This design comes from an exercise in tuning for small area on the open sky130 flow, not from production work. In this exercise RTL edits were held to simulation tests only and were not proved equivalent to the original. Power and IR drop assume default switching activity. The clock port is modelled as an ideal driver; clocking choices that lean on that would not hold on a real chip.

// alu
module alu(
    output [15:0] data_out,
    output        valid_out,
    output        cmd_out,
    input  [15:0] data_in,
    input         valid_in,
    input         cmd_in,
    output        amm_read,
    output [7:0]  amm_address,
    input  [7:0]  amm_readdata,
    input         amm_waitrequest,
    input  [1:0]  amm_response,
    input clk,
    input rst_n
    );
Size: roughly 58 I/O pins, about 18000 um^2 of cells after synthesis.
Settings: LEC_CHECK=0, CAP_MARGIN=20, CORE_MARGIN=2, CORE_UTILIZATION=70, PLACE_DENSITY=0.8, SLEW_MARGIN=20, BUFFER_PORTS_ARGS=-buffer_cell sky130_fd_sc_hd__buf_1, CTS_ARGS=-sink_clustering_enable -repair_clock_nets -dont_use_dummy_load -buf_list sky130_fd_sc_hd__clkbuf_8 -sink_clustering_size 18 -sink_clustering_max_diameter 50; clock period 10.0 ns.
standard.sh (not shown) runs the stock make flow with config.mk's settings and CLKGATE_MAP_FILE= SYNTH_SCRIPT=/design/flow/synth_recipe.tcl, a recipe that flattens the netlist after the stock synthesis.
==> flow/flow/run.sh <==
#!/bin/bash
# The standard layout (standard.sh) with these changes:
#  - synthesis maps all the combinational logic with an area-oriented ABC
#    script (flow/synth_area.tcl, flow/abc_area.script) and does not map
#    adders to half/full-adder cells first (ADDER_MAP_FILE empty); registers
#    are mapped before abc runs, so they are the standard synthesis's;
#  - the port buffers use the smallest buffer cell;
#  - the clock tree uses clkbuf_8 clusters of at most 18 sinks within 50 um
#    and no dummy loads.
# make's output goes to standard.log; each tool's log is under orfs/logs.
set -e
cat >> config.mk <<'EOC'
export ADDER_MAP_FILE =
export BUFFER_PORTS_ARGS = -buffer_cell sky130_fd_sc_hd__buf_1
export CTS_ARGS = -sink_clustering_enable -repair_clock_nets -dont_use_dummy_load -buf_list sky130_fd_sc_hd__clkbuf_8 -sink_clustering_size 18 -sink_clustering_max_diameter 50
EOC
sed "s|SYNTH_SCRIPT=[^ ]*|SYNTH_SCRIPT=$PWD/flow/synth_area.tcl|" standard.sh > standard_area.sh
grep -q "SYNTH_SCRIPT=$PWD/flow/synth_area.tcl" standard_area.sh
bash standard_area.sh > standard.log 2>&1
==> flow/flow/abc_area.script <==
&get -n
&st
&deepsyn -T 120
&dch -f
&nf -a -R 1000
&put
mfs2
&get -n
&st
&dch -f
&nf -a -R 1000
&put
topo
stime -c
==> flow/flow/synth_area.tcl <==
# The standard flow's synthesis (synth_recipe.tcl in the work folder) with one change:
# Yosys's abc maps the combinational logic with the area-oriented script
# abc_area.script next to this file instead of ORFS's abc_speed.script.
# Registers are mapped before abc runs, so they are the same as in the
# standard synthesis.
set area_abc_script [file join [file dirname [file normalize [info script]]] abc_area.script]
proc abc {args} {
    global area_abc_script
    set i [lsearch -exact $args -script]
    if { $i >= 0 } {
        set args [lreplace $args $i [expr {$i + 1}] -script $area_abc_script]
    }
    yosys abc {*}$args
}
source [file join [file dirname [file dirname [file normalize [info script]]]] synth_recipe.tcl]
The first run finished with timing, DRC and antenna clean.
Rerun with:
==> flow/flow/run.sh (replaced) <==
#!/bin/bash
# The standard layout (standard.sh) with three changes:
#  - synthesis maps the combinational logic with an area-oriented ABC script
#    (flow/synth_area.tcl, flow/abc_area.script); registers are unchanged;
#  - the port buffers use the smallest buffer cell;
#  - the clock tree uses clkbuf_8 clusters of at most 16 sinks and no dummy
#    loads.
# make's output goes to standard.log; each tool's log is under orfs/logs.
set -e
cat >> config.mk <<'EOC'
export BUFFER_PORTS_ARGS = -buffer_cell sky130_fd_sc_hd__buf_1
export CTS_ARGS = -sink_clustering_enable -repair_clock_nets -dont_use_dummy_load -buf_list sky130_fd_sc_hd__clkbuf_8 -sink_clustering_size 20 -sink_clustering_max_diameter 50
EOC
sed "s|SYNTH_SCRIPT=[^ ]*|SYNTH_SCRIPT=$PWD/flow/synth_area.tcl|" standard.sh > standard_area.sh
grep -q "SYNTH_SCRIPT=$PWD/flow/synth_area.tcl" standard_area.sh
bash standard_area.sh > standard.log 2>&1
--- a/flow/flow/abc_area.script
+++ b/flow/flow/abc_area.script
@@ -3 +2,0 @@
-&deepsyn -T 120
--- a/flow/config.mk
+++ b/flow/config.mk
@@ -13 +12,0 @@
-export ADDER_MAP_FILE =
@@ -15 +14 @@
-export CTS_ARGS = -sink_clustering_enable -repair_clock_nets -dont_use_dummy_load -buf_list sky130_fd_sc_hd__clkbuf_8 -sink_clustering_size 18 -sink_clustering_max_diameter 50
+export CTS_ARGS = -sink_clustering_enable -repair_clock_nets -dont_use_dummy_load -buf_list sky130_fd_sc_hd__clkbuf_8 -sink_clustering_size 20 -sink_clustering_max_diameter 50
What happened: The changed run passed the timing, design-rule and antenna checks; via count goes up by 4.3%; cell area goes up by 2.5%; power goes down by 9.2%; non-clock buffer count goes up by 3; worst setup slack improved by 0.25 ns; clock-buffer cell count goes down by 1; critical path depth goes down by 1; final cell count goes up by 5.2%; core utilization goes up by 0.98 points; global-route usage goes down by 0.24 points.
Rerun with:
--- a/flow/flow/run.sh
+++ b/flow/flow/run.sh
@@ -12 +12 @@
-export CTS_ARGS = -sink_clustering_enable -repair_clock_nets -dont_use_dummy_load -buf_list sky130_fd_sc_hd__clkbuf_8 -sink_clustering_size 20 -sink_clustering_max_diameter 50
+export CTS_ARGS = -sink_clustering_enable -repair_clock_nets -dont_use_dummy_load -buf_list sky130_fd_sc_hd__clkbuf_16 -sink_clustering_size 36 -sink_clustering_max_diameter 70
--- a/flow/config.mk
+++ b/flow/config.mk
@@ -14 +14 @@
-export CTS_ARGS = -sink_clustering_enable -repair_clock_nets -dont_use_dummy_load -buf_list sky130_fd_sc_hd__clkbuf_8 -sink_clustering_size 20 -sink_clustering_max_diameter 50
+export CTS_ARGS = -sink_clustering_enable -repair_clock_nets -dont_use_dummy_load -buf_list sky130_fd_sc_hd__clkbuf_16 -sink_clustering_size 36 -sink_clustering_max_diameter 70
Outcome: Utilization is about the same; sequential share of layout area barely changes; total power rises slightly; wire length rises by roughly a tenth; non-clock buffer count does not change; flip-flop and latch count is unchanged; die area stays the same; synthesized cell count stays the same; global-route usage rises by 2.1 points.

-- static timing again, ports no longer ideal --
Ports are ideal in the flow. The routed layouts listed here were re-timed in OpenROAD. Step 1 assumes that a clkbuf_16 drives the clock port and a buf_2 every other input. Step 2 times the ports against the registers' clock, not the clock port: input delays grow and output delays shrink by t, the midpoint of the rising clock arrivals with the driver on. Slacks: ideal / step 1 / step 2; pairs: ideal / step 1.
run | t, ns | setup slack, ns | worst slew at a driven data input, ns
the first run | 0.564 | 4.285 / 4.305 / 3.741 | 0.04
the second run | 0.581 | 4.539 / 4.564 / 3.983 | 0.04
the third run | 0.573 | 4.500 / 4.533 / 3.960 | 0.04
After both steps every run listed still meets setup and hold. For the second run, which loses most, drivers alone change the setup slack by +0.025 ns; drivers and shift together by -0.556 ns.
